What follows belongs to an exercise in optimizing a design on an open flow for small area; a production flow would make more cautious choices. Function was checked by simulation only, so behaviour that the tests miss may differ from the original. In runs 7 and 8 the design's own scripts or RTL, not TritonCTS, make the clock network. The clock input has no modelled driver; a real chip could not lean on it and would need a root buffer or a full tree. Power figures rest on the tool's default switching activity, not on a simulated workload.

==> design.v <==
module top (
    input  clk,
    input  rst,
    input  sw1,
    input  sw2,
    input  sw3,
    input  sensor,
    output [6:0] salidaSieteSeg,
    output [4:0] Leds,
    output [3:0] SalidaMotor
  );
reg [1:0] m4;
reg [2:0] m7;
reg [3:0] m13;
reg [7:0] m251;
reg s5;
wire e7   = m7[1] & m7[0];
wire e13  = ~m13[3] & ~m13[1] & ~m13[0];
wire e251 = ~m251[7] & ~m251[6] & ~m251[4] & m251[3] & ~m251[2] & ~m251[1] & m251[0];
wire tick200 = e7 & ~m4[0];
wire tick50  = e13 & ~m4[1] & m4[0];
wire tick5   = e251 & ~s5;
always @(posedge clk) begin
  if (rst) begin
    m4 <= 2'd0; m7 <= 3'd6; m13 <= 4'd1; m251 <= 8'd18; s5 <= 1'b0;
  end else begin
    m4   <= {m4[1] ^ m4[0], ~m4[0]};
    m7   <= {m7[1:0], ~(m7[2] ^ m7[0])};
    m13  <= {m13[2:0], ~(m13[3] ^ (~m13[0] & m13[1]))};
    m251 <= {m251[6:0], m251[7] ^ m251[2] ^ (~m251[0] & ~m251[3])};
    if (e251) s5 <= ~s5;
  end
end
wire p1 = ~sw1, p2 = ~sw2, p3 = ~sw3;
reg [2:0] pc;          
reg setTime, op;
reg [5:0] setSeg, setMin;
wire [5:0] selSet = op ? setMin : setSeg;
reg  [5:0] adjSet;
always @(*) begin
  if (p1) adjSet = (selSet == 6'd59) ? 6'd0 : selSet + 1'b1;
  else    adjSet = (selSet == 6'd0) ? 6'd59 : selSet - 1'b1;
end
wire adj = setTime & (p1 | p2);
always @(posedge clk) begin
  if (rst) begin
    pc <= 0; setTime <= 0; op <= 0; setSeg <= 6'd30; setMin <= 0;
  end else if (tick5) begin
    pc <= p3 ? {pc[1:0], ~pc[2]} : 3'b000;
    if (pc[2] & ~pc[1]) setTime <= ~setTime;
    if (p3) op <= ~op;
    if (adj & ~op) setSeg <= adjSet;
    if (adj & op)  setMin <= adjSet;
  end
end
reg [1:0] st;
reg [9:0] cnt;
reg [5:0] cSeg, cMin;
reg [1:0] ph;           
wire zero = (cSeg == 0) & (cMin == 0);
wire sec  = cnt[5] & cnt[0];                                             
wire full = cnt[9] & cnt[7] & cnt[6] & cnt[4] & ~cnt[3] & ~cnt[2] & cnt[0];  
wire [9:0] cntInc = {cnt[8:0], cnt[9] ^ cnt[0]};
localparam [9:0] CLR = 10'd34, INIT = 10'd814;    
always @(posedge clk) begin
  if (rst) begin
    st <= 2'b01; cnt <= INIT; cSeg <= 0; cMin <= 0; ph <= 0;
  end else if (tick50) begin
    if (st == 2'b11) ph <= {ph[0], ~ph[1]};
    if (st == 2'b10) begin
      if (~setTime) st <= 2'b00;
      cSeg <= setSeg; cMin <= setMin;
    end else if (st[0]) begin
      if (sensor) st <= 2'b01;
      else if (full) begin
        cnt <= CLR; cSeg <= setSeg; cMin <= setMin; st <= 2'b00;
      end else begin
        st <= 2'b11; cnt <= cntInc;
      end
    end else begin
      if (setTime) begin st <= 2'b10; cnt <= CLR; end
      else if (zero) begin st <= 2'b01; cnt <= CLR; end
      else if (sec) begin
        cnt <= CLR;
        if (cSeg == 0) begin cSeg <= 6'd59; cMin <= cMin - 1'b1; end
        else cSeg <= cSeg - 1'b1;
      end else cnt <= cntInc;
    end
  end
end
wire run = st[1] & st[0];
assign SalidaMotor[0] = run & ~ph[1] & ~ph[0];
assign SalidaMotor[1] = run & ~ph[1] &  ph[0];
assign SalidaMotor[2] = run &  ph[1] &  ph[0];
assign SalidaMotor[3] = run &  ph[1] & ~ph[0];
reg [1:0] sc; reg started;
reg [5:0] P;       
reg [3:0] dig;     
wire [5:0] vSeg = setTime ? setSeg : cSeg;
wire [5:0] vMin = setTime ? setMin : cMin;
wire [2:0] tens = (P >= 50) ? 3'd5 : (P >= 40) ? 3'd4 : (P >= 30) ? 3'd3 :
                  (P >= 20) ? 3'd2 : (P >= 10) ? 3'd1 : 3'd0;
wire [5:0] unit6 = P - tens * 4'd10;
always @(posedge clk) begin
  if (rst) begin
    sc <= 0; started <= 0; P <= 0; dig <= 0;
  end else if (tick200) begin
    sc <= {sc[0], ~sc[1]};
    started <= 1;
    if (sc[1] ^ sc[0]) P <= sc[1] ? vSeg : vMin;
    dig <= sc[0] ? {1'b0, tens} : unit6[3:0];
  end
end
wire L1 = ~sc[1] & sc[0];
wire L2 = sc[1] & sc[0];
wire L3 = sc[1] & ~sc[0];
wire L4 = ~sc[1] & ~sc[0] & started;
wire bS = setTime & ~op & ~s5;
wire bM = setTime & op & ~s5;
assign Leds[0] = L1 & ~bS;
assign Leds[1] = L2 & ~bS;
assign Leds[2] = L3 & ~bM;
assign Leds[3] = L4 & ~bM;
assign Leds[4] = ~L4;
wire A = dig[3], B = dig[2], C = dig[1], D = dig[0];
assign salidaSieteSeg[6] = ~(A | (~B & ~D) | (B & D) | C);
assign salidaSieteSeg[5] = ~(~B | (~C & ~D) | (C & D));
assign salidaSieteSeg[4] = ~(B | ~C | D);
assign salidaSieteSeg[3] = ~(A | (~B & ~D) | (~B & C) | (B & ~C & D) | (C & ~D));
assign salidaSieteSeg[2] = ~((~B & ~D) | (C & ~D));
assign salidaSieteSeg[1] = ~(A | (B & ~C) | (B & ~D) | (~C & ~D));
assign salidaSieteSeg[0] = ~(A | (~B & C) | (B & ~C) | (C & ~D));
endmodule
==> run.sh <==
#!/bin/bash
# synth_recipe.tcl (not shown) runs the flow's synth.tcl, then flattens the netlist and writes it again
# the make line also repeats each setting of config.mk as NAME=value (left out here)
make -C /OpenROAD-flow-scripts/flow DESIGN_CONFIG=/design/flow/config.mk WORK_HOME=/design/flow/orfs CLKGATE_MAP_FILE= SYNTH_SCRIPT=/design/flow/synth_recipe.tcl finish
==> config.mk <==
export PLATFORM = sky130hd
export DESIGN_NAME = top
export DESIGN_NICKNAME = top
export VERILOG_FILES = /design/flow/design.v
export SDC_FILE = /design/flow/constraint.sdc
export NUM_CORES = 4
export LEC_CHECK = 0
export CAP_MARGIN = 20
export CORE_MARGIN = 2
export CORE_UTILIZATION = 40
export SLEW_MARGIN = 20
==> constraint.sdc <==
create_clock -name core_clock -period 10.0 [get_ports {clk}]
set_input_delay 2.0000 -clock core_clock [delete_from_list [all_inputs] [get_ports {clk}]]
set_output_delay 2.0000 -clock core_clock [all_outputs]
set_load 0.01 [all_outputs]
==> results of run 1 <==
[flip-flops by register name, indices dropped and copies added, names as in the netlist, 6 cells and up]
register / cells
P: 6
cMin: 6
cSeg: 6
cnt: 10
m251: 8
setMin: 6
setSeg: 6
[cells in the mapped netlist (all sizes together) (13+ instances only)]
| cell type | instances | share of area [%] |
|---|---|---|
| a21oi | 42 | 5.0 |
| buf | 13 | 1.9 |
| clkbuf | 16 | 1.4 |
| dfxtp | 74 | 35 |
| inv | 20 | 1.8 |
| nand2 | 45 | 4.0 |
| nand3 | 20 | 2.4 |
| nor2 | 63 | 5.6 |
| nor2b | 15 | 2.2 |
| nor3 | 18 | 2.4 |
| o21ai | 22 | 2.6 |
[kinds of logic (layout without fill, tap and decap cells)]
group,count (synthesis),count (layout),share of synthesized area [%]
AOI/OAI and AO/OA,137,137,21.72
xor gates and xnor gates,10,10,2.058
adders and majority gates,11,11,3.410
buffers and inverters,49,58,5.026
DFF,74,74,34.80
muxes,20,20,6.673
and+or+nand+nor,218,218,26.31
[stage by stage]
stage / total power [mW] / instance area, um2 / utilization (%)
3_5_place_dp: 0.3449 / 4501 / 43.59
5_1_grt: 0.6230 / 4720 / 45.72
6_report: 0.5987 / 4720 / 45.72
3_3_place_gp: 0.3441 / 4501 / 43.59
4_1_cts: 0.6047 / 4720 / 45.72
2_1_floorplan: 0.3339 / 4257 / -
[worst min-delay path by stage]
stage,startpoint,endpoint,slack (ps),cells past startpoint
floorplan,m13[2]$_SDFF_PP0_,m13[3]$_SDFF_PP0_,410,1
global placement,m251[5]$_SDFF_PP0_,m251[6]$_SDFF_PP0_,420,1
detailed placement,m7[1]$_SDFF_PP1_,m7[2]$_SDFF_PP1_,440,1
CTS,m7[1]$_SDFF_PP1_,m7[2]$_SDFF_PP1_,460,1
global route,m251[5]$_SDFF_PP0_,m251[6]$_SDFF_PP0_,460,1
finish,m251[5]$_SDFF_PP0_,m251[6]$_SDFF_PP0_,450,1
[layer usage]
layer  global-route usage (%)  wire [um]  up-vias
met5                        0          0        -
met4                    7.328        257        0
met3                    3.891        432       21
met2                    28.12       4452       94
met1                    24.62       4808     1771
li1                         -          -     1892
[power by group through the flow]
stage / combinational [mW] / clock [mW] / sequential (mW)
2_1_floorplan: 0.0227 / 0 / 0.311
3_3_place_gp: 0.0310 / 0 / 0.313
3_5_place_dp: 0.0315 / 0 / 0.313
4_1_cts: 0.0317 / 0.267 / 0.306
5_1_grt: 0.0349 / 0.280 / 0.308
6_report: 0.0315 / 0.261 / 0.306
[final cells by class]
class / count / area, um2
inverter: 20 / 75.07
fill: 1018 / 5604
clock buffer: 10 / 127.6
multi-input combinational: 396 / 2561
sequential: 74 / 1481
timing repair buffer: 22 / 212.7
clock inverter: 6 / 91.34
tap: 136 / 170.2
==> impl_metrics.env, run 1 <==
export IMPL_final_max_slew_viol_count=0
export IMPL_grt_pass1_vias=3441
export IMPL_clock_latency_ps=360
export IMPL_finalCriticalPeriod_ps=4270
export IMPL_drcViolationCount=0
export IMPL_synth_nets=536
export IMPL_cts_htree_levels=3
export IMPL_vdd_drop_max_uv=66.06
export IMPL_dieArea_mm2=0.01148
export IMPL_cts_root_buf="clkbuf_8"
export IMPL_dr_pass1_iters=5
export IMPL_drive_gt1_share_pct=8.523
export IMPL_antenna_found_initial=0
export IMPL_place_ws_ps=5922
export IMPL_row_count=37
export IMPL_worst_path_max_fanout=27
export IMPL_num_io_pins=22
export IMPL_netlist_area_mm2=0.004257
export IMPL_grt_max_degree=68
export IMPL_cts_buffers=9
export IMPL_cp_end_kind="output pin"
export IMPL_p_int_mw=0.4558
export IMPL_totalWireLength_um=9951
export IMPL_hold_path_class="reg -> reg"
export IMPL_crit_path_max_incr_delay_ps=890
export IMPL_setup_tns_ps=0
export IMPL_synth_edf_count=0
export IMPL_grt_overflow=0
export IMPL_cp_num_cells=3
export IMPL_setup_ws_ps=5730
export IMPL_post_cts_setup_buffers=0
export IMPL_grtUsageTotal_pct=18.19
export IMPL_initial_core_util_pct=41.23
export IMPL_holdWs_ps=453.7
export IMPL_synth_cell_types=73
export IMPL_power_leakage_nw=1.659
export IMPL_timing_fmax_mhz=234.2
export IMPL_critPathLaunch="op$_SDFFE_PP0P_"
export IMPL_place_congestion=0.8428
export IMPL_crit_type="reg -> out"
export IMPL_async_reset_ff_share_pct=0
export IMPL_r2r_cells=8
export IMPL_die_w_um=107.2
export IMPL_drt_antenna_violating_nets=0
export IMPL_port_buffers=21
export IMPL_final_nets=540
export IMPL_setup_viol=0
export IMPL_cap_viol_max_count=0
export IMPL_clock_skew_ps=5.648
export IMPL_tightest_slew_ps=905.6
export IMPL_regToRegSetupSlack_ps=7310
export IMPL_synth_seq_cells=74
export IMPL_holdBufCountCts=0
export IMPL_worst_r2r_endpoint="setSeg[1]$_SDFFE_PP1P_"
export IMPL_required_ps=8000
export IMPL_rsz0062_at_grt="false"
export IMPL_placed_cells=648
export IMPL_p_sw_share_pct=23.86
export IMPL_synthToLayoutAreaGrowth_pct=10.88
export IMPL_worstPathArrival_ps=2270
export IMPL_post_cts_resized=0
export IMPL_p_comb_share_pct=5.3
export IMPL_fp_dieH_um=107.2
export IMPL_grt_pass1_wl_um=16740
export IMPL_outcome="no timing/DRC/antenna violations"
export IMPL_final_common_cell="dfxtp_1"
export IMPL_relSlewSlack_pct=39.40
export IMPL_synth_ff_type="dfxtp_1"
export IMPL_clock_sinks=74
export IMPL_cp_num_buf_inv=1
export IMPL_synth_warnings=1
export IMPL_cpMaxStageDelayCell="dfxtp_1"
export IMPL_routed_via_density=5.690
export IMPL_crit_end="Leds[2]"
export IMPL_wl_per_cell_um=14.99
export IMPL_power_frac_seq_pct=51.2
export IMPL_cts_tree="built"
export IMPL_critPathTopFamily="flip-flops"
export IMPL_r2r_start="op$_SDFFE_PP0P_"
export IMPL_worst_setup_path_start_kind="flop"
export IMPL_clock_power_share_pct=43.6
export IMPL_detailed_place_hpwl_um=6968
export IMPL_core_area_mm2=0.01032
export IMPL_p_per_area_mw_per_mm2=126.8
export IMPL_antenna_cells=0
export IMPL_drtIter0Drc=315
export IMPL_stdcell_count=664
export IMPL_clk_pin_slew_worst_paths_ps=80
export IMPL_synth_cells=519
export IMPL_switching_power_mw=0.1428
export IMPL_ctsLongestPathBuffers=2
export IMPL_ys_seq_area_share_pct=34.80
export IMPL_period_share_pct=42.70
export IMPL_path_cells="nand3b_1 -> and2_1 -> clkdlybuf4s50_1"
export IMPL_vias=3778
export IMPL_avgSynthCellArea_um2=8.202
export IMPL_finalHoldViolCount=0
export IMPL_final_cell_mix="dfxtp_1 (74), nor2_1 (63), nand2_1 (45)"
==> inputs of run 2 (changes only) <==
==> flow/run.sh (new file) <==
#!/bin/bash
# Own layout flow: the standard ORFS flow with three changes:
#  - synthesis maps logic with an area-oriented ABC script (flow/abc_area.script),
#    registers are mapped by the unchanged standard steps;
#  - input/output ports get the smallest buffer cell;
#  - clock tree synthesis inserts no dummy load cells.
set -euo pipefail
W=$PWD
mkdir -p scripts_area
for f in "$FLOW_HOME"/scripts/*; do ln -sf "$f" scripts_area/; done
rm -f scripts_area/abc_area.script
cp flow/abc_area.script scripts_area/abc_area.script
SCRIPTS_DIR=$W/scripts_area bash standard.sh synth > synth.log 2>&1
export BUFFER_PORTS_ARGS="-buffer_cell sky130_fd_sc_hd__buf_1"
export CTS_ARGS="-sink_clustering_enable -repair_clock_nets -dont_use_dummy_load"
[ -f flow/knobs.sh ] && source flow/knobs.sh
bash standard.sh > layout.log 2>&1
==> flow/abc_area.script (new file) <==
strash
&get -n
&deepsyn -T 30
&put
dch -f
amap -m
==> standard.sh (new file) <==
#!/bin/bash
# synth_recipe.tcl (not shown) runs the flow's synth.tcl, then flattens the netlist and writes it again
# the make line also repeats each setting of config.mk as NAME=value (left out here)
make -C /OpenROAD-flow-scripts/flow DESIGN_CONFIG=/design/flow/config.mk WORK_HOME=/design/flow/orfs CLKGATE_MAP_FILE= SYNTH_SCRIPT=/design/flow/synth_recipe.tcl "${@:-finish}"
--- a/config.mk
+++ b/config.mk
@@ -7,2 +7,3 @@
 export LEC_CHECK = 0
+export ABC_AREA = 1
 export CAP_MARGIN = 20
removed: run.sh
==> run 2 against run 1 <==
  * Setup slack improved by 450 ps
  * Combinational power is 24% lower
  * Flip-flop and latch count unchanged
  * Sequential power is essentially flat
  * Sequential share of layout area is 8.0 points higher
  * Cell count down 14%
  * Still clean on timing, DRC and antenna
  * Via count down 18%
  * Maximum frequency up 12%
  * Utilization fell by 0.14 points
  * Global-route usage decreased by 0.30 points
  * Highest routed layer unchanged
==> impl_metrics.env, run 2 <==
export IMPL_rsz0062_at_grt="false"
export IMPL_die_w_um=96.50
export IMPL_relSlewSlack_pct=51.64
export IMPL_required_ps=8000
export IMPL_critPathTopFamily="simple AND/OR/NAND/NOR gates"
export IMPL_drive_gt1_share_pct=2.132
export IMPL_outcome="no timing/DRC/antenna violations"
export IMPL_initial_core_util_pct=41.44
export IMPL_netlist_area_mm2=0.003422
export IMPL_largest_reg_flops=10
export IMPL_timing_fmax_mhz=261.5
export IMPL_multi_input_area_mm2=0.001622
export IMPL_ys_seq_area_share_pct=43.29
export IMPL_cp_num_buf_inv=2
export IMPL_post_cts_resized=0
export IMPL_path_cells="clkinv_1 -> or2_0 -> nor2_1 -> nor2_1 -> buf_1"
export IMPL_setup_viol=0
export IMPL_synth_cells=438
export IMPL_cts_htree_levels=3
export IMPL_place_congestion=0.9098
export IMPL_cts_buffers=9
export IMPL_placed_cells=565
export IMPL_stdcell_count=574
export IMPL_clock_latency_ps=350
export IMPL_place_ws_ps=5967
export IMPL_clock_skew_ps=27.20
export IMPL_routed_via_density=5.423
export IMPL_fp_dieH_um=96.50
export IMPL_dr_pass1_iters=5
export IMPL_ctsLongestPathBuffers=2
export IMPL_hold_path_class="reg -> reg"
export IMPL_cts_root_buf="clkbuf_8"
export IMPL_num_io_pins=22
export IMPL_clk_pin_slew_worst_paths_ps=80
export IMPL_synth_top_family_by_area="compound AO/OA/AOI/OAI gates"
export IMPL_p_per_area_mw_per_mm2=133.5
export IMPL_synth_ff_type="dfxtp_1"
export IMPL_totalWireLength_um=7763
export IMPL_cpMaxStageDelayCell="dfxtp_1"
export IMPL_synth_cell_types=37
export IMPL_synth_nets=455
export IMPL_antenna_found_initial=0
export IMPL_yosys_area_share_simple_pct=19.23
export IMPL_synthToLayoutAreaGrowth_pct=9.982
export IMPL_row_count=33
export IMPL_async_reset_ff_share_pct=0
export IMPL_nFillCells=855
export IMPL_synth_mux_area_share_pct=0.2925
export IMPL_worst_path_max_fanout=6
export IMPL_drt_antenna_violating_nets=0
export IMPL_grtUsageTotal_pct=17.89
export IMPL_setup_ws_ps=6177
export IMPL_cts_tree="built"
export IMPL_crit_path_max_incr_delay_ps=480
export IMPL_yosys_area_top_type_share_pct=43.29
export IMPL_reg_top3="cnt (10), m251 (8)"
export IMPL_finalHoldViolCount=0
export IMPL_ys_top_cells_by_count="clkinv_1 (85), dfxtp_1 (74), nor2_1 (59)"
export IMPL_seq_area_mm2=0.001481
export IMPL_drcViolationCount=0
export IMPL_holdBufCountCts=0
export IMPL_synth_edf_count=0
export IMPL_worstPathArrival_ps=1820
export IMPL_synth_seq_cells=74
export IMPL_crit_type="reg -> out"
export IMPL_vdd_drop_max_uv=57.13
export IMPL_grt_max_degree=31
export IMPL_detailed_place_hpwl_um=5907
export IMPL_synth_xor_area_share_pct=0
export IMPL_clock_sinks=74
export IMPL_postLayoutCoreUtil_pct=45.58
export IMPL_post_cts_setup_buffers=0
export IMPL_dieArea_mm2=0.009311
export IMPL_grt_pass1_vias=2712
export IMPL_avgSynthCellArea_um2=7.813
export IMPL_final_common_cell="clkinv_1"
export IMPL_drtIter0Drc=200
export IMPL_finalCriticalPeriod_ps=3823
export IMPL_synth_top_cells_by_area="dfxtp_1 (43%), clkinv_1 (9.3%), nor2_1 (6.5%), o22ai_1 (5.9%), nand2_1 (4.2%)"
export IMPL_final_max_slew_viol_count=0
export IMPL_synth_compound_area_share_pct=23.62
export IMPL_grt_pass1_wl_um=12740
export IMPL_worst_setup_path_start_kind="flop"
export IMPL_yosysMostFrequentCell="clkinv_1"
export IMPL_largest_register="cnt"
export IMPL_core_area_mm2=0.008258
export IMPL_grt_overflow=0
export IMPL_cp_end_kind="output pin"
export IMPL_vias=3113
export IMPL_tightest_slew_ps=717.8
export IMPL_crit_top_cell="nor2_1"
export IMPL_period_share_pct=38.23
export IMPL_port_buffers=21
export IMPL_regToRegSetupSlack_ps=6700
export IMPL_synth_top_area_cell="dfxtp_1"
export IMPL_cap_viol_max_count=0
export IMPL_final_nets=488
export IMPL_wl_per_cell_um=13.52
export IMPL_final_cell_mix="clkinv_1 (85), dfxtp_1 (74), nor2_1 (59)"
export IMPL_power_leakage_nw=1.329
export IMPL_synth_adder_area_share_pct=4.241
export IMPL_setup_tns_ps=0
export IMPL_antenna_cells=0
export IMPL_synth_warnings=1
-- run 2: cell types whose count changed after synthesis, moves of 11 or more --
| cell | before | now |
|---|---|---|
| inv_1 | 20 | 0 |
| clkinv_1 | 0 | 85 |
| nand3_1 | 20 | 7 |
| clkbuf_1 | 16 | 0 |
| a21oi_1 | 41 | 19 |
| o221ai_1 | 5 | 16 |
| o22ai_1 | 3 | 32 |
-- run 2: power by group --
part	internal [mW]	switching, mW	leakage (nW)
combinational	0.00802	0.0158	0.663
sequential	0.301	0.00328	0.601
clock	0.0803	0.0945	0.0647
-- run 2: path summary, 6_finish.rpt --
| check | from | endpoint | cells after the start |
|---|---|---|---|
| hold / removal | m251[1]$_SDFF_PP1_ | m251[2]$_SDFF_PP0_ | 2 |
| setup reg to reg | cMin[0]$_SDFFE_PP0P_ | cMin[1]$_SDFFE_PP0P_ | 14 |
| setup / recovery | setTime$_SDFFE_PP0P_ | Leds[3] | 5 |
| hold reg to reg | m251[1]$_SDFF_PP1_ | m251[2]$_SDFF_PP0_ | 2 |
-- run 2: through the flow --
step | cell area [um2] | power (mW) | hold slack [ps]
after floorplan | 3422 | 0.3263 | 400.6
after global placement | 3640 | 0.3339 | 408.8
after detailed placement | 3640 | 0.3343 | 414.2
after CTS | 3764 | 0.5079 | 427.1
after global routing | 3764 | 0.5230 | 448.3
final | 3764 | 0.5025 | 423.4
-- run 2: metal layers --
layer	vias to the layer above	routed length, um	global-route usage (%)
met3	9	291	2.327
met2	74	3375	27.37
li1	1606	-	-
met4	0	119	8.803
met1	1424	3977	24.86
met5	-	0	0
-- run 2: cells by family (layout without fill, tap and decap cells) --
kind of cell | Yosys count | after routing
flip-flops | 74 | 74
multiplexers | 1 | 1
buffers and inverters | 85 | 116
AO/OA/AOI/OAI | 119 | 119
AND/OR/NAND/NOR | 148 | 148
adder cells (fa/ha/maj) | 11 | 11
-- run 2: tightest hold or removal path, cell delays in order, from the launching register on --
cell and delay (ps):
dfxtp_1 310, clkinv_1 50, nor2_1 40
-- run 2: final cells by class --
type,instances,share of cell area [%]
multi-input cells,279,43.09
flip-flops and latches,74,39.36
inverters,85,8.477
well taps,105,3.491
clock buffers,9,3.291
repair buffers,22,2.294
==> inputs of run 3 (changes only) <==
--- a/design.v
+++ b/design.v
@@ -65,4 +65,14 @@
 always @(posedge clk) begin
+  if (tick50) begin
+    if (st != 2'b00) begin
+      cSeg <= setSeg; cMin <= setMin;
+    end else if (~setTime & ~zero & sec) begin
+      if (cSeg == 0) begin cSeg <= 6'd59; cMin <= cMin - 1'b1; end
+      else cSeg <= cSeg - 1'b1;
+    end
+  end
+end
+always @(posedge clk) begin
   if (rst) begin
-    st <= 2'b01; cnt <= INIT; cSeg <= 0; cMin <= 0; ph <= 0;
+    st <= 2'b01; cnt <= INIT; ph <= 0;
   end else if (tick50) begin
@@ -71,3 +81,2 @@
       if (~setTime) st <= 2'b00;
-      cSeg <= setSeg; cMin <= setMin;
     end else if (st[0]) begin
@@ -75,3 +84,3 @@
       else if (full) begin
-        cnt <= CLR; cSeg <= setSeg; cMin <= setMin; st <= 2'b00;
+        cnt <= CLR; st <= 2'b00;
       end else begin
@@ -82,7 +91,4 @@
       else if (zero) begin st <= 2'b01; cnt <= CLR; end
-      else if (sec) begin
-        cnt <= CLR;
-        if (cSeg == 0) begin cSeg <= 6'd59; cMin <= cMin - 1'b1; end
-        else cSeg <= cSeg - 1'b1;
-      end else cnt <= cntInc;
+      else if (sec) cnt <= CLR;
+      else cnt <= cntInc;
     end
@@ -109,3 +115,3 @@
     started <= 1;
-    if (sc[1] ^ sc[0]) P <= sc[1] ? vSeg : vMin;
+    if (sc[1] ^ sc[0]) P <= (st[0] & ~setTime) ? 6'd0 : sc[1] ? vSeg : vMin;
     dig <= sc[0] ? {1'b0, tens} : unit6[3:0];
==> flow/knobs.sh (new file) <==
export CTS_ARGS="-sink_clustering_enable -sink_clustering_size 80 -sink_clustering_max_diameter 300 -repair_clock_nets -dont_use_dummy_load -buf_list sky130_fd_sc_hd__clkbuf_16"
==> run 3 against run 2 <==
  * Still clean on timing, DRC and antenna
  * Critical path depth is the same
  * Global-route usage is 0.90 points lower
  * Setup slack got worse by 73 ps
  * Routed wire length down 0.91%
  * Count of clock-buffer cells in the layout is the same
  * Via count shrank 1.7%
  * Clock skew decreased by 13 ps
  * Highest routed layer unchanged
==> impl_metrics.env, run 3 <==
export IMPL_grt_overflow=0
export IMPL_tightest_slew_ps=683.8
export IMPL_outcome="no timing/DRC/antenna violations"
export IMPL_rsz0062_at_grt="false"
export IMPL_place_congestion=0.8428
export IMPL_yosys_area_top_type_share_pct=35.92
export IMPL_fp_dieH_um=96.95
export IMPL_num_io_pins=22
export IMPL_path_cells="clkinv_1 -> or2_0 -> nor2_1 -> nor2b_1 -> buf_1"
export IMPL_setup_ws_ps=6103
export IMPL_clock_sinks=74
export IMPL_async_reset_ff_share_pct=0
export IMPL_initial_core_util_pct=41.64
export IMPL_clk_pin_slew_worst_paths_ps=60
export IMPL_relSlewSlack_pct=53.99
export IMPL_power_leakage_nw=1.358
export IMPL_required_ps=8000
export IMPL_yosysMostFrequentCell="clkinv_1"
export IMPL_synth_nets=434
export IMPL_synth_seq_cells=74
export IMPL_crit_type="reg -> out"
export IMPL_finalCriticalPeriod_ps=3897
export IMPL_reg_top3="cnt (10), m251 (8)"
export IMPL_dr_pass1_iters=4
export IMPL_grt_pass1_wl_um=13160
export IMPL_synth_cells=416
export IMPL_crit_path_max_incr_delay_ps=500
export IMPL_clock_skew_ps=13.93
export IMPL_final_nets=467
export IMPL_ys_top_cells_by_count="clkinv_1 (72), dfxtp_1 (62), nor2_1 (52)"
export IMPL_post_cts_setup_buffers=0
export IMPL_cap_viol_max_count=0
export IMPL_ys_seq_area_share_pct=46.34
export IMPL_vias=3060
export IMPL_synth_top_cells_by_area="dfxtp_1 (36%), edfxtp_1 (10%), clkinv_1 (7.8%), o22ai_1 (7.2%), nor2_1 (5.6%)"
export IMPL_holdBufCountCts=0
export IMPL_r2r_cells=8
export IMPL_finalHoldViolCount=0
export IMPL_min_delay_start="m251[4]$_SDFF_PP1_"
export IMPL_row_count=33
export IMPL_drt_antenna_violating_nets=0
export IMPL_hold_path_class="reg -> reg"
export IMPL_vdd_drop_max_uv=95.37
export IMPL_period_share_pct=38.97
export IMPL_worst_r2r_endpoint="cnt[7]$_SDFFE_PP0P_"
export IMPL_cp_num_buf_inv=2
export IMPL_worst_path_max_fanout=9
export IMPL_core_area_mm2=0.008299
export IMPL_setup_tns_ps=0
export IMPL_drive_gt1_share_pct=2.237
export IMPL_final_common_cell="clkinv_1"
export IMPL_hold_path_depth=2
export IMPL_synth_cell_types=38
export IMPL_cpMaxStageDelayCell="dfxtp_1"
export IMPL_cts_tree="built"
export IMPL_drtIter0Drc=156
export IMPL_synth_edf_count=12
export IMPL_timing_fmax_mhz=256.6
export IMPL_netlist_area_mm2=0.003456
export IMPL_r2r_start="st[0]$_SDFFE_PP1P_"
export IMPL_totalWireLength_um=7692
export IMPL_setup_viol=0
export IMPL_largest_reg_flops=10
export IMPL_cts_buffers=9
export IMPL_dieArea_mm2=0.009399
export IMPL_port_buffers=21
export IMPL_clock_latency_ps=330
export IMPL_final_max_slew_viol_count=0
export IMPL_grt_pass1_vias=2804
export IMPL_ctsLongestPathBuffers=2
export IMPL_avgSynthCellArea_um2=8.307
export IMPL_synth_warnings=1
export IMPL_die_w_um=96.95
export IMPL_regToRegSetupSlack_ps=6770
export IMPL_largest_register="cnt"
export IMPL_drcViolationCount=0
export IMPL_place_ws_ps=6075
export IMPL_final_cell_mix="clkinv_1 (72), dfxtp_1 (62), nor2_1 (52)"
export IMPL_critPathTopFamily="simple AND/OR/NAND/NOR gates"
export IMPL_routed_via_density=5.543
export IMPL_worstPathArrival_ps=1900
export IMPL_synth_top_area_cell="dfxtp_1"
export IMPL_cts_root_buf="clkbuf_16"
export IMPL_grtUsageTotal_pct=16.99
export IMPL_antenna_cells=0
export IMPL_p_total_mw=0.5921
export IMPL_post_cts_resized=0
export IMPL_p_per_area_mw_per_mm2=151.9
export IMPL_detailed_place_hpwl_um=5793
export IMPL_grt_max_degree=31
export IMPL_cp_end_kind="output pin"
export IMPL_cts_htree_levels=3
export IMPL_wl_per_cell_um=13.93
export IMPL_synthToLayoutAreaGrowth_pct=12.82
export IMPL_synth_ff_type="dfxtp_1"
export IMPL_worst_setup_path_start_kind="flop"
export IMPL_hold_path_endpoint="m251[5]$_SDFF_PP0_"
export IMPL_antenna_found_initial=0
==> run 3: metrics by stage <==
| stage | utilization (%) | hold slack [ps] | instance area (um2) | instances |
|---|---|---|---|---|
| floorplan | - | 400.7 | 3456 | 416 |
| detailed placement | 44.26 | 415.2 | 3674 | 543 |
| global route | 46.98 | 445.6 | 3899 | 552 |
| finish | 46.98 | 422.5 | 3899 | 552 |
| global placement | 44.26 | 412.7 | 3674 | 543 |
| CTS | 46.98 | 424.2 | 3899 | 552 |
==> run 3: layout make-up <==
| type | count | area (um2) |
|---|---|---|
| fill | 798 | 4400 |
| tap | 105 | 131.4 |
| timing repair buffer | 22 | 86.33 |
| sequential | 74 | 1602 |
| multi-input combinational | 270 | 1584 |
| clock buffer | 9 | 225.2 |
| inverter | 72 | 270.3 |
==> run 3: kinds of logic after synthesis <==
| kind of cell | Yosys count | share of synthesized area [%] |
|---|---|---|
| buffers and inverters | 72 | 7.820 |
| flip-flops | 74 | 46.34 |
| AND/OR/NAND/NOR | 132 | 17.16 |
| adder cells (fa/ha/maj) | 12 | 4.562 |
| AO/OA/AOI/OAI | 126 | 24.11 |
==> run 3: per-layer routing <==
| metal | vias to the layer above | global-route usage [%] | part of all wire (%) |
|---|---|---|---|
| met3 | 9 | 2.601 | 4.2 |
| met4 | 0 | 6.067 | 1.4 |
| met2 | 75 | 27.08 | 45 |
| li1 | 1558 | - | - |
| met1 | 1418 | 23.45 | 50 |
| met5 | - | 0 | 0 |
==> run 3: how the worst max path moves through the flow <==
| stage | startpoint | end | cells past startpoint |
|---|---|---|---|
| 3_5_place_dp | sw1 | setMin[5]$_SDFFE_PP0P_ | 9 |
| 2_1_floorplan | sw1 | setMin[5]$_SDFFE_PP0P_ | 8 |
| 5_1_grt | setTime$_SDFFE_PP0P_ | Leds[2] | 5 |
| 6_report | setTime$_SDFFE_PP0P_ | Leds[2] | 5 |
| 4_1_cts | setTime$_SDFFE_PP0P_ | Leds[2] | 5 |
| 3_3_place_gp | sw1 | setMin[5]$_SDFFE_PP0P_ | 9 |
==> run 3: power by group <==
group	internal (mW)	total (mW)	switching, mW	leakage (nW)
clock network	0.157	0.260	0.103	0.111
registers	0.308	0.311	0.00323	0.608
logic	0.00723	0.0203	0.0131	0.639
==> run 3: worst reg2reg max path: cells and delay by family (launching register included) <==
| family | cells | cell delay, ps |
|---|---|---|
| AOI/OAI and AO/OA | 5 | 1370 |
| and+or+nand+nor | 2 | 810 |
| buffers and inverters | 1 | 630 |
| DFF | 1 | 370 |
==> inputs of run 4 (changes only) <==
removed: flow/knobs.sh
==> run 4 against run 3 <==
  * Routed wire length down 0.29%
  * Register-to-register slack gained 50 ps
  * Combinational power barely moved
  * Total power fell by 15%
  * Synthesized cell count is the same
  * Design area is 2.6% lower
  * Die area is the same
  * Global-route usage unchanged
  * Clock power down 33%
==> impl_metrics.env, run 4 <==
export IMPL_ys_top_cells_by_count="clkinv_1 (72), dfxtp_1 (62), nor2_1 (52)"
export IMPL_ys_seq_area_share_pct=46.34
export IMPL_crit_path_max_incr_delay_ps=500
export IMPL_antenna_cells=0
export IMPL_die_w_um=96.95
export IMPL_setup_viol=0
export IMPL_num_io_pins=22
export IMPL_critPathLaunch="setTime$_SDFFE_PP0P_"
export IMPL_yosysMostFrequentCell="clkinv_1"
export IMPL_outcome="no timing/DRC/antenna violations"
export IMPL_drcViolationCount=0
export IMPL_r2r_cells=8
export IMPL_cts_htree_levels=3
export IMPL_relSlewSlack_pct=53.53
export IMPL_hold_path_depth=2
export IMPL_grtUsageTotal_pct=16.99
export IMPL_cts_tree="built"
export IMPL_final_nets=467
export IMPL_place_ws_ps=6075
export IMPL_netlist_area_mm2=0.003456
export IMPL_core_area_mm2=0.008299
export IMPL_clock_latency_ps=330
export IMPL_synthToLayoutAreaGrowth_pct=9.884
export IMPL_routed_via_density=5.449
export IMPL_power_leakage_nw=1.311
export IMPL_port_buffers=21
export IMPL_setup_ws_ps=6137
export IMPL_crit_type="reg -> out"
export IMPL_worst_setup_path_start_kind="flop"
export IMPL_place_congestion=0.8428
export IMPL_p_per_area_mw_per_mm2=133.1
export IMPL_avgSynthCellArea_um2=8.307
export IMPL_hold_path_class="reg -> reg"
export IMPL_cpMaxStageDelayCell="dfxtp_1"
export IMPL_synth_top_cells_by_area="dfxtp_1 (36%), edfxtp_1 (10%), clkinv_1 (7.8%), o22ai_1 (7.2%), nor2_1 (5.6%)"
export IMPL_period_share_pct=38.63
export IMPL_final_max_slew_viol_count=0
export IMPL_synth_nets=434
export IMPL_synth_ff_type="dfxtp_1"
export IMPL_grt_pass1_vias=2805
export IMPL_largest_register="cnt"
export IMPL_cap_viol_max_count=0
export IMPL_reg_top3="cnt (10), m251 (8)"
export IMPL_holdBufCountCts=0
export IMPL_stdcell_count=552
export IMPL_finalCriticalPeriod_ps=3863
export IMPL_detailed_place_hpwl_um=5793
export IMPL_final_area_mm2=0.003797
export IMPL_groute_layer_met2_usage_pct=27.08
export IMPL_cp_num_buf_inv=2
export IMPL_clock_sinks=74
export IMPL_cts_root_buf="clkbuf_8"
export IMPL_placed_cells=543
export IMPL_setup_tns_ps=0
export IMPL_row_count=33
export IMPL_grt_max_degree=31
export IMPL_post_cts_resized=0
export IMPL_dr_pass1_iters=4
export IMPL_post_cts_setup_buffers=0
export IMPL_wl_per_cell_um=13.89
export IMPL_vias=3008
export IMPL_vdd_drop_max_uv=74.84
export IMPL_antenna_found_initial=0
export IMPL_totalWireLength_um=7670
export IMPL_grt_overflow=0
export IMPL_grt_busiest_layer="met2"
export IMPL_yosys_area_top_type_share_pct=35.92
export IMPL_cts_buffers=9
export IMPL_worst_r2r_endpoint="cnt[7]$_SDFFE_PP0P_"
export IMPL_finalHoldViolCount=0
export IMPL_grt_pass1_wl_um=13210
export IMPL_dieArea_mm2=0.009399
export IMPL_grtUsageMet3_pct=3.035
export IMPL_largest_reg_flops=10
export IMPL_drtIter0Drc=187
export IMPL_required_ps=8000
export IMPL_synth_cells=416
export IMPL_holdWs_ps=427.3
export IMPL_async_reset_ff_share_pct=0
export IMPL_clk_pin_slew_worst_paths_ps=80
export IMPL_tightest_slew_ps=690.7
export IMPL_worstPathArrival_ps=1860
export IMPL_final_cell_mix="clkinv_1 (72), dfxtp_1 (62), nor2_1 (52)"
export IMPL_clock_skew_ps=22.10
export IMPL_synth_seq_cells=74
export IMPL_r2r_start="st[0]$_SDFFE_PP1P_"
export IMPL_initial_core_util_pct=41.64
export IMPL_placed_cell_area_mm2=0.003674
export IMPL_ctsLongestPathBuffers=2
export IMPL_cp_end_kind="output pin"
export IMPL_synth_warnings=1
export IMPL_drive_gt1_share_pct=2.237
export IMPL_critPathTopFamily="simple AND/OR/NAND/NOR gates"
export IMPL_cp_num_cells=5
export IMPL_final_common_cell="clkinv_1"
export IMPL_synth_cell_types=38
export IMPL_rsz0062_at_grt="false"
export IMPL_drt_antenna_violating_nets=0
export IMPL_worst_path_max_fanout=9
export IMPL_met1_usage_pct=23.59
export IMPL_synth_edf_count=12
export IMPL_synth_top_area_cell="dfxtp_1"
export IMPL_path_cells="clkinv_1 -> or2_0 -> nor2_1 -> nor2b_1 -> buf_1"
export IMPL_fp_dieH_um=96.95
export IMPL_crit_end="Leds[2]"
export IMPL_regToRegSetupSlack_ps=6820
export IMPL_timing_fmax_mhz=258.9
run 4: cell families after synthesis:
logic type	share of synthesized area, %
AO/OA/AOI/OAI	24.11
AND/OR/NAND/NOR	17.16
adder cells (fa/ha/maj)	4.562
buffers and inverters	7.820
flip-flops	46.34
run 4: through the flow:
| stage | utilization (%) | power (mW) |
|---|---|---|
| finish | 45.76 | 0.5053 |
| global route | 45.76 | 0.5251 |
| CTS | 45.76 | 0.5096 |
| detailed placement | 44.26 | 0.3379 |
| global placement | 44.26 | 0.3374 |
| floorplan | - | 0.3301 |
run 4: layer usage:
metal  routed length, um  up-vias
met5                   0        -
met2                3383       71
met1                3860     1379
li1                    -     1552
met4                  69        0
met3                 356        6
run 4: area by class of cell:
| class | count | area, um2 |
|---|---|---|
| Fill cell | 818 | 4502 |
| Sequential cell | 74 | 1602 |
| Multi-Input combinational cell | 270 | 1584 |
| Inverter | 72 | 270.3 |
| Tap cell | 105 | 131.4 |
| Clock buffer | 9 | 123.9 |
| Timing Repair Buffer | 22 | 86.33 |
run 4: worst min path at each step:
stage	startpoint	to	slack, ps
floorplan	m251[4]$_SDFF_PP1_	m251[5]$_SDFF_PP0_	400
global placement	m251[4]$_SDFF_PP1_	m251[5]$_SDFF_PP0_	410
detailed placement	m251[4]$_SDFF_PP1_	m251[5]$_SDFF_PP0_	420
CTS	m251[4]$_SDFF_PP1_	m251[5]$_SDFF_PP0_	430
global route	m251[4]$_SDFF_PP1_	m251[5]$_SDFF_PP0_	450
finish	m251[4]$_SDFF_PP1_	m251[5]$_SDFF_PP0_	430
run 4: report_power, final:
group / switching (mW) / leakage (nW) / internal (mW) / total (mW)
clock network: 0.0937 / 0.0647 / 0.0805 / 0.174
logic: 0.0133 / 0.639 / 0.00723 / 0.0205
registers: 0.00324 / 0.608 / 0.307 / 0.311
run 4: worst register-to-register path: stages (launching register included):
cell      delay [ps]
dfxtp_1          370
nor2_1           570
clkinv_1         620
o21bai_1         530
o21ai_0          210
a31o_1           250
o21bai_1         210
or2_0            240
o22ai_1          140
==> inputs of run 5 (changes only) <==
==> flow/run.sh (replaced) <==
#!/bin/bash
# Own layout flow: the standard ORFS flow (standard.sh) with these changes:
#  - synthesis maps logic with an area-oriented ABC script (flow/abc_area.script);
#    registers are mapped by the unchanged standard steps;
#  - input/output ports get the smallest buffer cell;
#  - the clock is distributed by one clock buffer (flow/cts.tcl) instead of a tree.
# Each step's full log is in orfs/logs/; make's output is in synth.log and layout.log.
set -euo pipefail
W=$PWD
mkdir -p scripts_own
for f in "$FLOW_HOME"/scripts/*; do ln -sf "$f" scripts_own/; done
rm -f scripts_own/abc_area.script scripts_own/cts.tcl
cp flow/abc_area.script scripts_own/abc_area.script
cp flow/cts.tcl scripts_own/cts.tcl
export SCRIPTS_DIR=$W/scripts_own
export BUFFER_PORTS_ARGS="-buffer_cell sky130_fd_sc_hd__buf_1"
export CLOCK_BUFFER_CELL=sky130_fd_sc_hd__clkbuf_16
[ -f flow/knobs.sh ] && source flow/knobs.sh
bash standard.sh synth > synth.log 2>&1
bash standard.sh > layout.log 2>&1
==> flow/cts.tcl (new file) <==
# Clock distribution for this small design: one clock buffer, placed at the
# centre of the registers, drives every register clock pin (replaces the
# clock tree that TritonCTS would build). The rest follows ORFS's cts.tcl.
utl::set_metrics_stage "cts__{}"
source $::env(SCRIPTS_DIR)/load.tcl
erase_non_stage_variables cts
load_design 3_place.odb 3_place.sdc

set block [ord::get_db_block]
set clk_port [lindex [get_ports -quiet clk] 0]
set net [$block findNet clk]
set sx 0.0
set sy 0.0
set n 0
foreach it [$net getITerms] {
  set bb [[$it getInst] getBBox]
  set sx [expr { $sx + ([$bb xMin] + [$bb xMax]) / 2.0 }]
  set sy [expr { $sy + ([$bb yMin] + [$bb yMax]) / 2.0 }]
  incr n
}
set dbu [$block getDbUnitsPerMicron]
set cx [expr { $sx / $n / $dbu }]
set cy [expr { $sy / $n / $dbu }]
puts "clock sinks: $n, buffer at ($cx, $cy)"
log_cmd insert_buffer -buffer_cell $::env(CLOCK_BUFFER_CELL) -net clk \
  -location [list $cx $cy] -buffer_name clkbuf_0_clk -net_name clknet_0_clk
[$block findNet clknet_0_clk] setSigType CLOCK

set_propagated_clock [all_clocks]
set_dont_use $::env(DONT_USE_CELLS)
estimate_parasitics -placement

set_placement_padding -global \
  -left $::env(CELL_PAD_IN_SITES_DETAIL_PLACEMENT) \
  -right $::env(CELL_PAD_IN_SITES_DETAIL_PLACEMENT)
detailed_placement
estimate_parasitics -placement

repair_timing_helper
detailed_placement
check_placement -verbose

report_metrics 4 "cts final"
orfs_write_db $::env(RESULTS_DIR)/4_1_cts.odb
orfs_write_sdc $::env(RESULTS_DIR)/4_cts.sdc
==> flow/knobs.sh (new file) <==
export CLOCK_BUFFER_CELL=sky130_fd_sc_hd__clkbuf_8
==> run 5 against run 4 <==
  * The run now fails in clock tree synthesis
  * Synthesized area unchanged
  * Synthesized cell count unchanged
==> impl_metrics.env, run 5 <==
export IMPL_avgSynthCellArea_um2=8.307
export IMPL_synth_top_area_cell="dfxtp_1"
export IMPL_yosysMostFrequentCell="clkinv_1"
export IMPL_synth_xor_area_share_pct=0
export IMPL_synth_nets=434
export IMPL_netlist_area_mm2=0.003456
export IMPL_die_w_um=96.95
export IMPL_synth_ff_type="dfxtp_1"
export IMPL_fp_dieH_um=96.95
export IMPL_tool_error="Error: cts.tcl, 27 invalid command name \"NULL\""
export IMPL_synth_seq_cells=74
export IMPL_row_count=33
export IMPL_synth_warnings=1
export IMPL_synth_top_family_by_area="compound AO/OA/AOI/OAI gates"
export IMPL_synth_top_cells_by_area="dfxtp_1 (36%), edfxtp_1 (10%), clkinv_1 (7.8%), o22ai_1 (7.2%), nor2_1 (5.6%)"
export IMPL_initial_core_util_pct=41.64
export IMPL_num_io_pins=22
export IMPL_yosys_area_share_simple_pct=17.16
export IMPL_detailed_place_hpwl_um=5793
export IMPL_synth_edf_count=12
export IMPL_place_congestion=0.8428
export IMPL_synth_cell_types=38
export IMPL_synth_adder_area_share_pct=4.562
export IMPL_async_reset_ff_share_pct=0
export IMPL_port_buffers=21
export IMPL_synth_cells=416
export IMPL_synth_compound_area_share_pct=24.11
export IMPL_yosys_area_top_type_share_pct=35.92
export IMPL_outcome="aborted with a tool error"
export IMPL_synth_mux_area_share_pct=0
export IMPL_ys_seq_area_share_pct=46.34
export IMPL_haltStage="clock tree synthesis"
export IMPL_ys_top_cells_by_count="clkinv_1 (72), dfxtp_1 (62), nor2_1 (52)"
run 5: metrics by stage:
stage          setup WS, ps  cells  util (%)  cell area (um2)
3_5_place_dp           6075    543     44.26             3674
2_1_floorplan          6506    416         -             3456
3_3_place_gp           6135    543     44.26             3674
run 5: logic make-up after synthesis:
family	count (synthesis)
adders and majority gates	12
AOI/OAI and AO/OA	126
and+or+nand+nor	132
buffers and inverters	72
DFF	74
run 5: how the worst max path moves through the flow:
stage	slack [ps]	from	cells after the start	to
floorplan	6510	sw1	8	setMin[5]$_SDFFE_PP0P_
global placement	6130	sw1	9	setMin[5]$_SDFFE_PP0P_
detailed placement	6080	sw1	9	setMin[5]$_SDFFE_PP0P_
run 5: power by group through the flow:
stage | clock, mW | combinational [mW] | sequential, mW
floorplan | 0 | 0.0135 | 0.317
global placement | 0 | 0.0202 | 0.317
detailed placement | 0 | 0.0205 | 0.317
==> inputs of run 6 (changes only) <==
removed: flow/knobs.sh
==> run 6 against run 5 <==
  * The flow again stops in clock tree synthesis
  * Synthesized area stayed put
  * Synthesized cell count stayed put
==> impl_metrics.env, run 6 <==
export IMPL_outcome="aborted with a tool error"
export IMPL_haltStage="clock tree synthesis"
export IMPL_tool_error="Error: cts.tcl, 27 invalid command name \"NULL\""
export IMPL_synth_cell_types=38
export IMPL_detailed_place_hpwl_um=5793
export IMPL_place_congestion=0.8428
export IMPL_yosys_area_top_type_share_pct=35.92
export IMPL_synth_top_area_cell="dfxtp_1"
export IMPL_synth_top_cells_by_area="dfxtp_1 (36%), edfxtp_1 (10%), clkinv_1 (7.8%), o22ai_1 (7.2%), nor2_1 (5.6%)"
export IMPL_netlist_area_mm2=0.003456
export IMPL_port_buffers=21
export IMPL_fp_dieH_um=96.95
export IMPL_synth_cells=416
export IMPL_row_count=33
export IMPL_synth_warnings=1
export IMPL_synth_nets=434
export IMPL_yosysMostFrequentCell="clkinv_1"
export IMPL_num_io_pins=22
export IMPL_synth_edf_count=12
export IMPL_ys_top_cells_by_count="clkinv_1 (72), dfxtp_1 (62), nor2_1 (52)"
export IMPL_ys_seq_area_share_pct=46.34
export IMPL_initial_core_util_pct=41.64
export IMPL_synth_seq_cells=74
export IMPL_die_w_um=96.95
export IMPL_synth_ff_type="dfxtp_1"
export IMPL_avgSynthCellArea_um2=8.307
export IMPL_async_reset_ff_share_pct=0
==> run 6: cell counts after synthesis <==
Identical to the previous run, type by type.
==> run 6: how the worst min path moves through the flow <==
stage                                  start                 end  slack (ps)
after global placement    m251[4]$_SDFF_PP1_  m251[5]$_SDFF_PP0_         410
after detailed placement  m251[4]$_SDFF_PP1_  m251[5]$_SDFF_PP0_         420
after floorplan           m251[4]$_SDFF_PP1_  m251[5]$_SDFF_PP0_         400
==> run 6: cell families after synthesis <==
family	count (synthesis)	synth area share (%)
simple gates	132	17.16
compound gates	126	24.11
flops	74	46.34
buf+inv	72	7.820
fa+ha+maj	12	4.562
==> run 6: metrics by stage <==
stage / util (%) / cell area [um2] / cells / setup WS [ps]
detailed placement: 44.26 / 3674 / 543 / 6075
global placement: 44.26 / 3674 / 543 / 6135
floorplan: - / 3456 / 416 / 6506
==> run 6: power by group through the flow <==
stage / logic (mW) / clock network (mW) / registers, mW
after floorplan: 0.0135 / 0 / 0.317
after detailed placement: 0.0205 / 0 / 0.317
after global placement: 0.0202 / 0 / 0.317
==> inputs of run 7 (changes only) <==
--- a/flow/run.sh
+++ b/flow/run.sh
@@ -5,3 +5,4 @@
 #  - input/output ports get the smallest buffer cell;
-#  - the clock is distributed by one clock buffer (flow/cts.tcl) instead of a tree.
+#  - the clock is distributed by four buffers fed by the clock port (flow/cts.tcl)
+#    instead of a TritonCTS tree.
 # Each step's full log is in orfs/logs/; make's output is in synth.log and layout.log.
@@ -16,3 +17,3 @@
 export BUFFER_PORTS_ARGS="-buffer_cell sky130_fd_sc_hd__buf_1"
-export CLOCK_BUFFER_CELL=sky130_fd_sc_hd__clkbuf_16
+export CLOCK_BUFFER_CELL=sky130_fd_sc_hd__buf_12
 [ -f flow/knobs.sh ] && source flow/knobs.sh
==> flow/cts.tcl (replaced) <==
# Clock distribution for this small design, in place of the TritonCTS tree:
# the registers are split into four balanced groups by position (halves by x,
# then halves by y) and each group gets one clock buffer at its centre, driven
# straight from the clock port (four loads on the port). The rest of the step
# follows ORFS's cts.tcl (placement legalisation, timing repair, outputs).
utl::set_metrics_stage "cts__{}"
source $::env(SCRIPTS_DIR)/load.tcl
erase_non_stage_variables cts
load_design 3_place.odb 3_place.sdc

set block [ord::get_db_block]
set dbu [$block getDbUnitsPerMicron]
set sinks {}
foreach pin [get_pins -of_objects [get_nets clk]] {
  set bb [[[sta::sta_to_db_pin $pin] getInst] getBBox]
  lappend sinks [list $pin \
    [expr { ([$bb xMin] + [$bb xMax]) / 2.0 / $dbu }] \
    [expr { ([$bb yMin] + [$bb yMax]) / 2.0 / $dbu }]]
}
set byx [lsort -real -index 1 $sinks]
set h [expr { [llength $byx] / 2 }]
set groups {}
foreach half [list [lrange $byx 0 [expr { $h - 1 }]] [lrange $byx $h end]] {
  set byy [lsort -real -index 2 $half]
  set q [expr { [llength $byy] / 2 }]
  lappend groups [lrange $byy 0 [expr { $q - 1 }]] [lrange $byy $q end]
}
set k 0
foreach g $groups {
  set sx 0.0
  set sy 0.0
  set pins {}
  foreach s $g {
    lappend pins [lindex $s 0]
    set sx [expr { $sx + [lindex $s 1] }]
    set sy [expr { $sy + [lindex $s 2] }]
  }
  set n [llength $g]
  set loc [list [expr { $sx / $n }] [expr { $sy / $n }]]
  puts "clock group $k: $n registers, buffer at $loc"
  log_cmd insert_buffer -buffer_cell $::env(CLOCK_BUFFER_CELL) -net clk -load_pins $pins \
    -location $loc -buffer_name clkbuf_$k -net_name clknet_$k
  incr k
}
foreach it [[$block findNet clk] getITerms] {
  [[[$it getInst] findITerm X] getNet] setSigType CLOCK
}

set_propagated_clock [all_clocks]
set_dont_use $::env(DONT_USE_CELLS)
estimate_parasitics -placement

set_placement_padding -global \
  -left $::env(CELL_PAD_IN_SITES_DETAIL_PLACEMENT) \
  -right $::env(CELL_PAD_IN_SITES_DETAIL_PLACEMENT)
detailed_placement
estimate_parasitics -placement

repair_timing_helper
detailed_placement
check_placement -verbose

report_metrics 4 "cts final"
orfs_write_db $::env(RESULTS_DIR)/4_1_cts.odb
orfs_write_sdc $::env(RESULTS_DIR)/4_cts.sdc
==> run 7 against run 6 <==
  * The run now finishes clean
  * Synthesized cell count is the same
  * Synthesized area did not move
==> impl_metrics.env, run 7 <==
export IMPL_largest_reg_flops=10
export IMPL_grt_pass1_vias=2772
export IMPL_synth_top_area_cell="dfxtp_1"
export IMPL_vdd_drop_max_uv=105.3
export IMPL_p_per_area_mw_per_mm2=126.0
export IMPL_final_common_cell="clkinv_1"
export IMPL_initial_core_util_pct=41.64
export IMPL_place_congestion=0.8428
export IMPL_yosys_area_top_type_share_pct=35.92
export IMPL_ys_top_cells_by_count="clkinv_1 (72), dfxtp_1 (62), nor2_1 (52)"
export IMPL_required_ps=10060
export IMPL_clock_skew_ps=11.02
export IMPL_placed_cells=543
export IMPL_worst_r2r_endpoint="cnt[7]$_SDFFE_PP0P_"
export IMPL_final_cell_mix="clkinv_1 (72), dfxtp_1 (62), nor2_1 (52)"
export IMPL_nFillCells=818
export IMPL_largest_register="cnt"
export IMPL_drt_antenna_violating_nets=0
export IMPL_p_comb_share_pct=4.3
export IMPL_yosysMostFrequentCell="clkinv_1"
export IMPL_tightest_slew_ps=703.2
export IMPL_rsz0062_at_grt="false"
export IMPL_row_count=33
export IMPL_grt_pass1_wl_um=13080
export IMPL_worst_setup_path_start_kind="input pin"
export IMPL_worst_path_max_fanout=9
export IMPL_p_int_mw=0.3799
export IMPL_hold_path_endpoint="m251[5]$_SDFF_PP0_"
export IMPL_finalCriticalPeriod_ps=3826
export IMPL_holdBufCountCts=0
export IMPL_core_area_mm2=0.008299
export IMPL_regToRegSetupSlack_ps=6770
export IMPL_antenna_found_initial=0
export IMPL_avgSynthCellArea_um2=8.307
export IMPL_cp_end_kind="flop"
export IMPL_vias=3004
export IMPL_ys_seq_area_share_pct=46.34
export IMPL_r2r_cells=8
export IMPL_power_leakage_nw=1.284
export IMPL_reg_top3="cnt (10), m251 (8)"
export IMPL_r2r_start="st[0]$_SDFFE_PP1P_"
export IMPL_stdcell_count=547
export IMPL_crit_path_max_incr_delay_ps=540
export IMPL_synth_warnings=1
export IMPL_p_sw_share_pct=19.69
export IMPL_final_max_slew_viol_count=0
export IMPL_antenna_cells=0
export IMPL_relSlewSlack_pct=52.95
export IMPL_wl_per_cell_um=13.95
export IMPL_power_frac_seq_pct=65.7
export IMPL_synth_edf_count=12
export IMPL_timing_fmax_mhz=261.4
export IMPL_outcome="no timing/DRC/antenna violations"
export IMPL_post_cts_resized=0
export IMPL_drcViolationCount=0
export IMPL_synth_cell_types=38
export IMPL_clock_power_share_pct=30.0
export IMPL_async_reset_ff_share_pct=0
export IMPL_dieArea_mm2=0.009399
export IMPL_grtUsageTotal_pct=16.05
export IMPL_synthToLayoutAreaGrowth_pct=8.617
export IMPL_synth_top_cells_by_area="dfxtp_1 (36%), edfxtp_1 (10%), clkinv_1 (7.8%), o22ai_1 (7.2%), nor2_1 (5.6%)"
export IMPL_detailed_place_hpwl_um=5793
export IMPL_synth_seq_cells=74
export IMPL_synth_ff_type="dfxtp_1"
export IMPL_cap_viol_max_count=0
export IMPL_port_buffers=21
export IMPL_cpMaxStageDelayCell="nor4_1"
export IMPL_num_io_pins=22
export IMPL_synth_nets=434
export IMPL_crit_type="in -> reg"
export IMPL_hold_path_class="reg -> reg"
export IMPL_switching_power_mw=0.09313
export IMPL_clock_latency_ps=120
export IMPL_grt_max_degree=31
export IMPL_die_w_um=96.95
export IMPL_clk_pin_slew_worst_paths_ps=80
export IMPL_netlist_area_mm2=0.003456
export IMPL_grt_overflow=0
export IMPL_routed_via_density=5.492
export IMPL_drtIter0Drc=112
export IMPL_setup_tns_ps=0
export IMPL_worstPathArrival_ps=3880
export IMPL_final_nets=462
export IMPL_period_share_pct=38.26
export IMPL_hold_path_depth=2
export IMPL_post_cts_setup_buffers=0
export IMPL_path_cells="buf_1 -> or2_0 -> nand2b_1 -> nor4_1 -> nand2b_1 -> a21oi_1 -> nor3_1 -> nor2_1 -> a21oi_1"
export IMPL_totalWireLength_um=7629
export IMPL_synth_cells=416
export IMPL_drive_gt1_share_pct=1.131
export IMPL_finalHoldViolCount=0
export IMPL_dr_pass1_iters=5
export IMPL_min_delay_start="m251[4]$_SDFF_PP1_"
export IMPL_setup_viol=0
export IMPL_fp_dieH_um=96.95
-- run 7: worst max-delay path by stage --
stage                     start                endpoint  cells after the start
final                       sw1  setMin[5]$_SDFFE_PP0P_                      9
after global routing        sw1  setSeg[5]$_SDFFE_PP0P_                      9
after CTS                   sw1  setMin[5]$_SDFFE_PP0P_                      9
after detailed placement    sw1  setMin[5]$_SDFFE_PP0P_                      9
after global placement      sw1  setMin[5]$_SDFFE_PP0P_                      9
after floorplan             sw1  setMin[5]$_SDFFE_PP0P_                      8
-- run 7: area by class of cell --
cell class / instances / area, um2 / share of cell area [%]
Clock buffer: 4 / 80.08 / 2.133
Inverter: 72 / 270.3 / 7.200
Timing Repair Buffer: 22 / 86.33 / 2.300
Sequential cell: 74 / 1602 / 42.67
Multi-Input combinational cell: 270 / 1584 / 42.20
Tap cell: 105 / 131.4 / 3.500
-- run 7: power by group through the flow --
stage               registers, mW  clock network, mW  logic [mW]
floorplan                   0.317                  0      0.0135
global placement            0.317                  0      0.0202
detailed placement          0.317                  0      0.0205
CTS                         0.311              0.143      0.0206
global route                0.312              0.154      0.0233
finish                      0.311              0.142      0.0204
-- run 7: per-layer routing --
| metal | routed length (um) | part of all wire (%) | track usage [%] |
|---|---|---|---|
| met1 | 3818 | 50 | 23.27 |
| met2 | 3346 | 44 | 27.19 |
| met3 | 390 | 5.1 | 1.373 |
| met4 | 74 | 0.97 | 1.408 |
| met5 | 0 | 0 | 0 |
-- run 7: critical path: cells and delay by family --
| family | cells | cell delay, ps |
|---|---|---|
| compound gates | 2 | 180 |
| buf+inv | 1 | 160 |
| simple gates | 6 | 1530 |
-- run 7: metrics by stage --
step           power (mW)  utilization, %  hold slack, ps  setup WS [ps]  instance area [um2]
2_1_floorplan      0.3301               -           400.7           6506                 3456
3_3_place_gp       0.3374           44.26           412.7           6135                 3674
3_5_place_dp       0.3379           44.26           415.2           6075                 3674
4_1_cts            0.4748           45.23           426.2           6213                 3754
5_1_grt            0.4891           45.23           448.1           5980                 3754
6_report           0.4730           45.23           425.2           6174                 3754
-- run 7: cells by family (layout without fill, tap and decap cells) --
group	Yosys count	count (layout)	share of synthesized area, %
DFF	74	74	46.34
and+or+nand+nor	132	132	17.16
adders and majority gates	12	12	4.562
AOI/OAI and AO/OA	126	126	24.11
buffers and inverters	72	98	7.820
==> inputs of run 8 (changes only) <==
==> flow/knobs.sh (new file) <==
export CLOCK_BUFFER_CELL=sky130_fd_sc_hd__buf_8
==> run 8 against run 7 <==
  * Non-clock buffer count did not move
  * Register-to-register slack improved by 40 ps
  * Routed wire length fell by 0.68%
  * Utilization fell by 0.24 points
==> impl_metrics.env, run 8 <==
export IMPL_outcome="no timing/DRC/antenna violations"
export IMPL_row_count=33
export IMPL_grt_overflow=0
export IMPL_synth_top_area_cell="dfxtp_1"
export IMPL_min_delay_start="m251[4]$_SDFF_PP1_"
export IMPL_ys_top_cells_by_count="clkinv_1 (72), dfxtp_1 (62), nor2_1 (52)"
export IMPL_grtUsageMet3_pct=1.373
export IMPL_initial_core_util_pct=41.64
export IMPL_reg_top3="cnt (10), m251 (8)"
export IMPL_worst_path_max_fanout=9
export IMPL_die_w_um=96.95
export IMPL_r2r_start="st[0]$_SDFFE_PP1P_"
export IMPL_hold_path_class="reg -> reg"
export IMPL_placed_cells=543
export IMPL_antenna_cells=0
export IMPL_drt_antenna_violating_nets=0
export IMPL_wl_per_cell_um=13.85
export IMPL_synth_seq_cells=74
export IMPL_p_sw_share_pct=20.51
export IMPL_grtUsageTotal_pct=16.05
export IMPL_groute_layer_met2_usage_pct=27.19
export IMPL_antenna_found_initial=0
export IMPL_period_share_pct=38.14
export IMPL_avgSynthCellArea_um2=8.307
export IMPL_p_total_mw=0.4535
export IMPL_final_nets=462
export IMPL_clk_pin_slew_worst_paths_ps=100
export IMPL_met1_usage_pct=23.27
export IMPL_clock_power_share_pct=27.0
export IMPL_drive_gt1_share_pct=1.131
export IMPL_clock_skew_ps=13.94
export IMPL_detailed_place_hpwl_um=5793
export IMPL_routed_via_density=5.453
export IMPL_crit_path_max_incr_delay_ps=540
export IMPL_drtIter0Drc=118
export IMPL_num_io_pins=22
export IMPL_synth_edf_count=12
export IMPL_vias=2983
export IMPL_fp_dieH_um=96.95
export IMPL_finalCriticalPeriod_ps=3814
export IMPL_cap_viol_max_count=0
export IMPL_largest_register="cnt"
export IMPL_post_cts_setup_buffers=0
export IMPL_synth_warnings=1
export IMPL_required_ps=10070
export IMPL_largest_reg_flops=10
export IMPL_finalHoldViolCount=0
export IMPL_final_common_cell="clkinv_1"
export IMPL_multi_input_area_mm2=0.001584
export IMPL_grt_busiest_layer="met2"
export IMPL_setup_tns_ps=0
export IMPL_path_cells="buf_1 -> or2_0 -> nand2b_1 -> nor4_1 -> nand2b_1 -> a21oi_1 -> nor3_1 -> nor2_1 -> a21oi_1"
export IMPL_tightest_slew_ps=694.2
export IMPL_dr_pass1_iters=4
export IMPL_power_leakage_nw=1.276
export IMPL_synth_cell_types=38
export IMPL_place_congestion=0.8428
export IMPL_drcViolationCount=0
export IMPL_worst_setup_path_start_kind="input pin"
export IMPL_timing_fmax_mhz=262.2
export IMPL_async_reset_ff_share_pct=0
export IMPL_setup_viol=0
export IMPL_worst_r2r_endpoint="cnt[7]$_SDFFE_PP0P_"
export IMPL_cp_end_kind="flop"
export IMPL_synth_top_cells_by_area="dfxtp_1 (36%), edfxtp_1 (10%), clkinv_1 (7.8%), o22ai_1 (7.2%), nor2_1 (5.6%)"
export IMPL_regToRegSetupSlack_ps=6810
export IMPL_holdBufCountCts=0
export IMPL_grt_pass1_wl_um=13080
export IMPL_yosys_area_top_type_share_pct=35.92
export IMPL_ys_seq_area_share_pct=46.34
export IMPL_post_cts_resized=0
export IMPL_nFillCells=823
export IMPL_synth_nets=434
export IMPL_netlist_area_mm2=0.003456
export IMPL_power_frac_seq_pct=68.5
export IMPL_relSlewSlack_pct=53.29
export IMPL_synthToLayoutAreaGrowth_pct=8.038
export IMPL_switching_power_mw=0.09303
export IMPL_hold_path_endpoint="m251[5]$_SDFF_PP0_"
export IMPL_crit_type="in -> reg"
export IMPL_cpMaxStageDelayCell="nor4_1"
export IMPL_final_cell_mix="clkinv_1 (72), dfxtp_1 (62), nor2_1 (52)"
export IMPL_p_comb_share_pct=4.5
export IMPL_vdd_drop_max_uv=66.75
export IMPL_hold_path_depth=2
export IMPL_rsz0062_at_grt="false"
export IMPL_synth_cells=416
export IMPL_grt_max_degree=31
export IMPL_worstPathArrival_ps=3890
export IMPL_seq_area_mm2=0.001602
export IMPL_r2r_cells=8
export IMPL_final_max_slew_viol_count=0
export IMPL_stdcell_count=547
export IMPL_synth_ff_type="dfxtp_1"
export IMPL_clock_latency_ps=140
export IMPL_p_int_mw=0.3604
export IMPL_grt_pass1_vias=2771
export IMPL_totalWireLength_um=7577
export IMPL_dieArea_mm2=0.009399
export IMPL_core_area_mm2=0.008299
export IMPL_p_per_area_mw_per_mm2=121.5
export IMPL_yosysMostFrequentCell="clkinv_1"
export IMPL_port_buffers=21
run 8: worst max-delay path by stage:
stage                     start                endpoint  slack (ps)  cells past startpoint
final                       sw1  setMin[5]$_SDFFE_PP0P_        6190                      9
after global routing        sw1  setSeg[5]$_SDFFE_PP0P_        6000                      9
after CTS                   sw1  setMin[5]$_SDFFE_PP0P_        6230                      9
after detailed placement    sw1  setMin[5]$_SDFFE_PP0P_        6080                      9
after global placement      sw1  setMin[5]$_SDFFE_PP0P_        6130                      9
after floorplan             sw1  setMin[5]$_SDFFE_PP0P_        6510                      8
run 8: routing by layer:
layer,routed length [um],share of wire (%)
met1,3801,50
met2,3353,44
met3,355,4.7
met4,67,0.88
met5,0,0
run 8: logic make-up after synthesis:
logic type	after synthesis	share of synthesized area, %
buf+inv	72	7.820
flops	74	46.34
compound gates	126	24.11
simple gates	132	17.16
fa+ha+maj	12	4.562
run 8: final cells by class:
cell class                 count  area share (%)
timing repair buffer          22           2.312
tap                          105           3.519
inverter                      72           7.239
sequential                    74           42.90
multi-input combinational    270           42.43
clock buffer                   4           1.609
run 8: worst max-delay path, delay by kind of cell:
family                 cells  cell delay, ps
AND/OR/NAND/NOR            6            1540
AO/OA/AOI/OAI              2             180
buffers and inverters      1             160
run 8: power by group through the flow:
stage | Sequential, mW | Combinational [mW] | Clock (mW)
2_1_floorplan | 0.317 | 0.0135 | 0
3_3_place_gp | 0.317 | 0.0202 | 0
3_5_place_dp | 0.317 | 0.0205 | 0
4_1_cts | 0.311 | 0.0206 | 0.124
5_1_grt | 0.311 | 0.0233 | 0.135
6_report | 0.310 | 0.0203 | 0.123
run 8: stage by stage:
step | setup WS, ps | area [um2] | utilization (%) | hold slack [ps]
floorplan | 6506 | 3456 | - | 400.7
global placement | 6135 | 3674 | 44.26 | 412.7
detailed placement | 6075 | 3674 | 44.26 | 415.2
CTS | 6230 | 3734 | 44.99 | 429.7
global route | 6000 | 3734 | 44.99 | 451.9
finish | 6186 | 3734 | 44.99 | 427.0

[re-timing with driven ports]
How much do the figures lean on ideal ports? The routed layouts below were timed once more, with nothing changed but the port constraints. Step 1 assumes that a clkbuf_16 drives the clock port and a buf_2 every other input. Step 2 moves the port delays by t, midway between the first and last clock arrival at a register: inputs arrive t later, outputs are due t later. That takes back most of the time a late clock gives input paths. Slacks: no drivers / after step 1 / after step 2; pairs: no drivers / after step 1.
run	t (ns)	setup slack, ns	worst setup path at the end
run 1	0.393	5.730 / 5.695 / 5.907	input to register
run 2	0.364	6.177 / 6.145 / 5.935	input to register
run 3	0.353	6.103 / 6.068 / 6.038	input to register
run 4	0.357	6.137 / 6.103 / 6.024	input to register
run 7	0.200	6.174 / 6.207 / 6.038	input to register
run 8	0.202	6.186 / 6.196 / 6.036	input to register
After both steps every run listed still meets setup and hold. The setup slack of run 2, which loses most, moves by -0.032 ns with the drivers and by -0.242 ns with both steps.
